This design comes from an exercise in tuning for small area on the open sky130 flow, not from production work. Only simulation tests tie the RTL to the original design; equivalence was not proved. Power figures rest on the tool's default switching activity, not on a simulated workload.

Design top, start of the top module:
module top #(
  parameter WIDTH = 16
  ) (
    input    clk,
    input    rst,
    input    data_in_i1,         
    input    data_in_u1,
    input    data_in_i2,
    input    data_in_u2,
    input    data_in_i3,
    input    data_in_u3,
    output   mclkin,             
    output   word_clk,           
    output   [WIDTH - 1 :0]  data_i1,
    output   [WIDTH - 1 :0]  data_u1,
    output   [WIDTH - 1 :0]  data_i2,
    output   [WIDTH - 1 :0]  data_u2,
    output   [WIDTH - 1 :0]  data_i3,
    output   [WIDTH - 1 :0]  data_u3
);
  wire [1:0]  role;
  wire [7:0]  m, m1;
  wire        cap, word_rise, clr, ext, pshift, wzero;
  wire [15:0] nw;
  wire [5:0]  nmdat;
  clk_div_4 ctrl (
    .clk(clk), .rst(rst),
    .clk_div_4(mclkin), .word_clk(word_clk),
    .role(role), .m(m), .m1(m1),
    .cap(cap), .word_rise(word_rise),
    .clr(clr), .ext(ext), .pshift(pshift), .wzero(wzero)
  );
  word_clk kernel (
    .clk(clk), .rst(rst), .cap(cap),
    .role(role), .m(m), .m1(m1), .wzero(wzero), .nw(nw)
  );
  data_adc SIGMA_DELTA_DATA (
    .clk(clk), .cap(cap),
    .din({data_in_u3, data_in_i3, data_in_u2, data_in_i2, data_in_u1, data_in_i1}),
    .nmdat(nmdat)
  );
  wire [15:0] dout [0:5];
  genvar g;
  generate
    for (g = 0; g < 6; g = g + 1) begin : ch
      filter_sinc3 f (
        .clk(clk), .rst(rst),
        .nx(nmdat[g]), .nw(nw),
        .clr(clr), .ext(ext), .pshift(pshift), .word_rise(word_rise),
        .DATA(dout[g])
      );
    end
  endgenerate
  assign data_i1 = dout[0];
  assign data_u1 = dout[1];
  assign data_i2 = dout[2];
  assign data_u2 = dout[3];
  assign data_i3 = dout[4];
  assign data_u3 = dout[5];
endmodule
==> module clk_div_4, before the edit <==
module clk_div_4 (
  input  wire       clk,
  input  wire       rst,
  output wire       clk_div_4,   
  output wire       word_clk,
  output wire [1:0] role,        
  output wire [7:0] m,           
  output wire [7:0] m1,          
  output wire       cap,         
  output wire       word_rise,   
  output wire       clr,         
  output wire       ext,         
  output wire       pshift,      
  output wire       wzero        
);
  reg [1:0] div_cnt;
  reg [9:0] cnt;
  wire [9:0] cnt1 = cnt + 10'd1;
  reg       init;                
  reg       init2;               
  always @(posedge clk, posedge rst) begin
    if (rst) begin
      div_cnt <= 2'b00;
      cnt     <= 10'd128;
      init    <= 1'b1;
      init2   <= 1'b1;
    end else begin
      div_cnt <= div_cnt + 2'b01;
      if (div_cnt == 2'b01)
        cnt <= cnt1;
      if (div_cnt == 2'b11) begin
        init  <= 1'b0;
        init2 <= init;
      end
    end
  end
  assign clk_div_4 = div_cnt[1];
  assign word_clk  = ~cnt[7];
  assign role      = div_cnt - cnt[9:8];
  assign m         = cnt[7:0];
  assign m1        = cnt1[7:0];
  assign cap       = (div_cnt == 2'b01);
  assign word_rise = cap && (cnt[7:0] == 8'hFF);
  wire   start  = (role == 2'd3) && (cnt[7:0] == 8'd0);
  wire   zinit  = init2 & ~init;
  assign clr    = init | start;
  assign ext    = start | (zinit && div_cnt == 2'b00);
  assign pshift = word_rise | (zinit && div_cnt == 2'b01);
  assign wzero  = init && !div_cnt[1];
endmodule
==> module filter_sinc3, before the edit <==
module filter_sinc3 (
  input  wire        clk,
  input  wire        rst,
  input  wire        nx,          
  input  wire [15:0] nw,          
  input  wire        clr,
  input  wire        ext,
  input  wire        pshift,
  input  wire        word_rise,
  output reg  [15:0] DATA
);
  reg  [23:0] r0, r1, r2, r3;    
  reg  [15:0] pn, po;            
  wire [23:0] a = clr ? 24'd0 : r3;
  wire [23:0] b = {8'd0, ~({16{nx}} | nw)};
  wire [23:0] s;
  wire [24:0] c;
  assign c[0] = 1'b0;
  genvar i;
  generate
    for (i = 0; i < 24; i = i + 1) begin : add
      assign s[i]   = a[i] ^ b[i] ^ c[i];
      assign c[i+1] = (a[i] & b[i]) | (a[i] & c[i]) | (b[i] & c[i]);
    end
  endgenerate
  wire        co = c[24];
  always @(posedge clk) begin
    r0 <= {s[23:8] | {16{co}}, s[7:0]};
    r1 <= r0;
    r2 <= r1;
    r3 <= r2;
    if (ext)
      pn <= r3[23:8];
    if (pshift)
      po <= pn;
  end
  always @(posedge clk, posedge rst) begin
    if (rst)
      DATA <= 16'd0;
    else if (word_rise)
      DATA <= po;
  end
endmodule
==> module top, before the edit <==
module top #(
  parameter WIDTH = 16
  ) (
    input    clk,
    input    rst,
    input    data_in_i1,         
    input    data_in_u1,
    input    data_in_i2,
    input    data_in_u2,
    input    data_in_i3,
    input    data_in_u3,
    output   mclkin,             
    output   word_clk,           
    output   [WIDTH - 1 :0]  data_i1,
    output   [WIDTH - 1 :0]  data_u1,
    output   [WIDTH - 1 :0]  data_i2,
    output   [WIDTH - 1 :0]  data_u2,
    output   [WIDTH - 1 :0]  data_i3,
    output   [WIDTH - 1 :0]  data_u3
);
  wire [1:0]  role;
  wire [7:0]  m, m1;
  wire        cap, word_rise, clr, ext, pshift, wzero;
  wire [15:0] nw;
  wire [5:0]  nmdat;
  clk_div_4 ctrl (
    .clk(clk), .rst(rst),
    .clk_div_4(mclkin), .word_clk(word_clk),
    .role(role), .m(m), .m1(m1),
    .cap(cap), .word_rise(word_rise),
    .clr(clr), .ext(ext), .pshift(pshift), .wzero(wzero)
  );
  word_clk kernel (
    .clk(clk), .rst(rst), .cap(cap),
    .role(role), .m(m), .m1(m1), .wzero(wzero), .nw(nw)
  );
  data_adc SIGMA_DELTA_DATA (
    .clk(clk), .cap(cap),
    .din({data_in_u3, data_in_i3, data_in_u2, data_in_i2, data_in_u1, data_in_i1}),
    .nmdat(nmdat)
  );
  wire [15:0] dout [0:5];
  genvar g;
  generate
    for (g = 0; g < 6; g = g + 1) begin : ch
      filter_sinc3 f (
        .clk(clk), .rst(rst),
        .nx(nmdat[g]), .nw(nw),
        .clr(clr), .ext(ext), .pshift(pshift), .word_rise(word_rise),
        .DATA(dout[g])
      );
    end
  endgenerate
  assign data_i1 = dout[0];
  assign data_u1 = dout[1];
  assign data_i2 = dout[2];
  assign data_u2 = dout[3];
  assign data_i3 = dout[4];
  assign data_u3 = dout[5];
endmodule
==> flow/config.mk <==
export PLATFORM = sky130hd
export DESIGN_NAME = top
export DESIGN_NICKNAME = top
export VERILOG_FILES = /design/flow/design.v
export SDC_FILE = /design/flow/constraint.sdc
export NUM_CORES = 4
export LEC_CHECK = 0
export CAP_MARGIN = 20
export CORE_MARGIN = 2
export CORE_UTILIZATION = 60
export PLACE_DENSITY = 0.75
export SLEW_MARGIN = 20
==> flow/constraint.sdc <==
create_clock -name core_clock -period 10.0 [get_ports {clk}]
set_input_delay 2.0000 -clock core_clock [delete_from_list [all_inputs] [get_ports {clk}]]
set_output_delay 2.0000 -clock core_clock [all_outputs]
set_load 0.01 [all_outputs]
standard.sh (not shown) runs the stock make flow with config.mk's settings and CLKGATE_MAP_FILE= SYNTH_SCRIPT=/design/flow/synth_recipe.tcl, a recipe that flattens the netlist after the stock synthesis.
==> flow/flow/run.sh <==
#!/bin/bash
# Standard layout with three changes: port buffers use the smallest buffer,
# the clock tree uses clkbuf_8 with clusters of up to 20 sinks, and CTS adds
# no dummy loads.  Each tool's output goes to the ORFS logs under orfs/logs/;
# this script's own output goes to flow.log.
set -euo pipefail
export BUFFER_PORTS_ARGS="-buffer_cell sky130_fd_sc_hd__buf_1"
export CTS_ARGS="-sink_clustering_enable -repair_clock_nets -dont_use_dummy_load -buf_list sky130_fd_sc_hd__clkbuf_4 -sink_clustering_size 10 -sink_clustering_max_diameter 40"
bash standard.sh > flow.log 2>&1
The baseline ran to the end with no violations.
==> next run, changes <==
--- a/flow/design.v
+++ b/flow/design.v
@@ -8,31 +8,34 @@
   output wire [7:0] m1,          
   output wire       cap,         
   output wire       word_rise,   
   output wire       clr,         
   output wire       ext,         
-  output wire       pshift,      
+  output wire       lo_wr,       
   output wire       wzero        
 );
   reg [1:0] div_cnt;
   reg [9:0] cnt;
   wire [9:0] cnt1 = cnt + 10'd1;
   reg       init;                
   reg       init2;               
+  reg       init3;               
   always @(posedge clk, posedge rst) begin
     if (rst) begin
       div_cnt <= 2'b00;
       cnt     <= 10'd128;
       init    <= 1'b1;
       init2   <= 1'b1;
+      init3   <= 1'b1;
     end else begin
       div_cnt <= div_cnt + 2'b01;
       if (div_cnt == 2'b01)
         cnt <= cnt1;
       if (div_cnt == 2'b11) begin
         init  <= 1'b0;
         init2 <= init;
+        init3 <= init2;
       end
     end
   end
   assign clk_div_4 = div_cnt[1];
   assign word_clk  = ~cnt[7];
@@ -40,14 +43,14 @@
   assign m         = cnt[7:0];
   assign m1        = cnt1[7:0];
   assign cap       = (div_cnt == 2'b01);
   assign word_rise = cap && (cnt[7:0] == 8'hFF);
   wire   start  = (role == 2'd3) && (cnt[7:0] == 8'd0);
-  wire   zinit  = init2 & ~init;
+  wire   zinit  = init3 & ~init;
   assign clr    = init | start;
   assign ext    = start | (zinit && div_cnt == 2'b00);
-  assign pshift = word_rise | (zinit && div_cnt == 2'b01);
+  assign lo_wr  = start;
   assign wzero  = init && !div_cnt[1];
 endmodule
 module word_clk (
   input  wire        clk,
   input  wire        rst,
@@ -114,18 +117,19 @@
 module filter_sinc3 (
   input  wire        clk,
   input  wire        rst,
   input  wire        nx,          
   input  wire [15:0] nw,          
-  input  wire        clr,
-  input  wire        ext,
-  input  wire        pshift,
+  input  wire        clr,         
+  input  wire        ext,         
+  input  wire        lo_wr,       
   input  wire        word_rise,
   output reg  [15:0] DATA
 );
   reg  [23:0] r0, r1, r2, r3;    
-  reg  [15:0] pn, po;            
+  reg  [7:0]  pn;                
+  reg  [15:0] po;                
   wire [23:0] a = clr ? 24'd0 : r3;
   wire [23:0] b = {8'd0, ~({16{nx}} | nw)};
   wire [23:0] s;
   wire [24:0] c;
   assign c[0] = 1'b0;
@@ -139,15 +143,15 @@
   wire        co = c[24];
   always @(posedge clk) begin
     r0 <= {s[23:8] | {16{co}}, s[7:0]};
     r1 <= r0;
     r2 <= r1;
-    r3 <= r2;
-    if (ext)
-      pn <= r3[23:8];
-    if (pshift)
-      po <= pn;
+    r3 <= {r2[23:8], lo_wr ? r3[15:8] : r2[7:0]};
+    if (ext) begin
+      pn <= r3[23:16];
+      po <= {pn, r3[7:0]};
+    end
   end
   always @(posedge clk, posedge rst) begin
     if (rst)
       DATA <= 16'd0;
     else if (word_rise)
@@ -174,19 +178,19 @@
     output   [WIDTH - 1 :0]  data_i3,
     output   [WIDTH - 1 :0]  data_u3
 );
   wire [1:0]  role;
   wire [7:0]  m, m1;
-  wire        cap, word_rise, clr, ext, pshift, wzero;
+  wire        cap, word_rise, clr, ext, lo_wr, wzero;
   wire [15:0] nw;
   wire [5:0]  nmdat;
   clk_div_4 ctrl (
     .clk(clk), .rst(rst),
     .clk_div_4(mclkin), .word_clk(word_clk),
     .role(role), .m(m), .m1(m1),
     .cap(cap), .word_rise(word_rise),
-    .clr(clr), .ext(ext), .pshift(pshift), .wzero(wzero)
+    .clr(clr), .ext(ext), .lo_wr(lo_wr), .wzero(wzero)
   );
   word_clk kernel (
     .clk(clk), .rst(rst), .cap(cap),
     .role(role), .m(m), .m1(m1), .wzero(wzero), .nw(nw)
   );
@@ -200,11 +204,11 @@
   generate
     for (g = 0; g < 6; g = g + 1) begin : ch
       filter_sinc3 f (
         .clk(clk), .rst(rst),
         .nx(nmdat[g]), .nw(nw),
-        .clr(clr), .ext(ext), .pshift(pshift), .word_rise(word_rise),
+        .clr(clr), .ext(ext), .lo_wr(lo_wr), .word_rise(word_rise),
         .DATA(dout[g])
       );
     end
   endgenerate
   assign data_i1 = dout[0];
Effect: The changed run passed the timing, design-rule and antenna checks; final area went down by 2.7%; via count went up by 3.9%; register-to-register slack hardly moves; setup slack got worse by 0.0074 ns; clock-buffer cell count went down by 1; global-route usage went up by 2.0 points; clock skew went down by 0.034 ns; synthesized area went down by about 3%; clock power stays flat; power went down by 3.1%; sequential power went down by 5.3%; first-iteration DRC count went up by 27%; sequential share of layout area went down by 3.0 points; die area went down by 2.9%.

-- port drivers added, routing unchanged --
No port has a modelled driver above. Below, the same layouts with a new extraction and two added sets of constraints. Step 1: set_driving_cell puts a clkbuf_16 on clk and a buf_2 on each other input, an assumption about the parent block. Step 2 adds t to the input delays and takes it off the output delays; t is the mean of the earliest and latest rising clock arrival at the registers after step 1. Input paths then give back, and output paths get back, about the clock's delay inside the block. Three values: ideal ports, drivers, drivers and shift; two values: the first two.
run | t (ns) | slack for setup (ns) | latest minus earliest clock arrival (ns) | worst register clock-pin slew, ns
the first run | 0.852 | 0.344 / 0.344 / 0.344 | 0.145 / 0.144 | 0.11 / 0.11
the second run | 0.879 | 0.336 / 0.336 / 0.336 | 0.117 / 0.117 | 0.11 / 0.11
After both steps setup and hold are still met in every run listed.
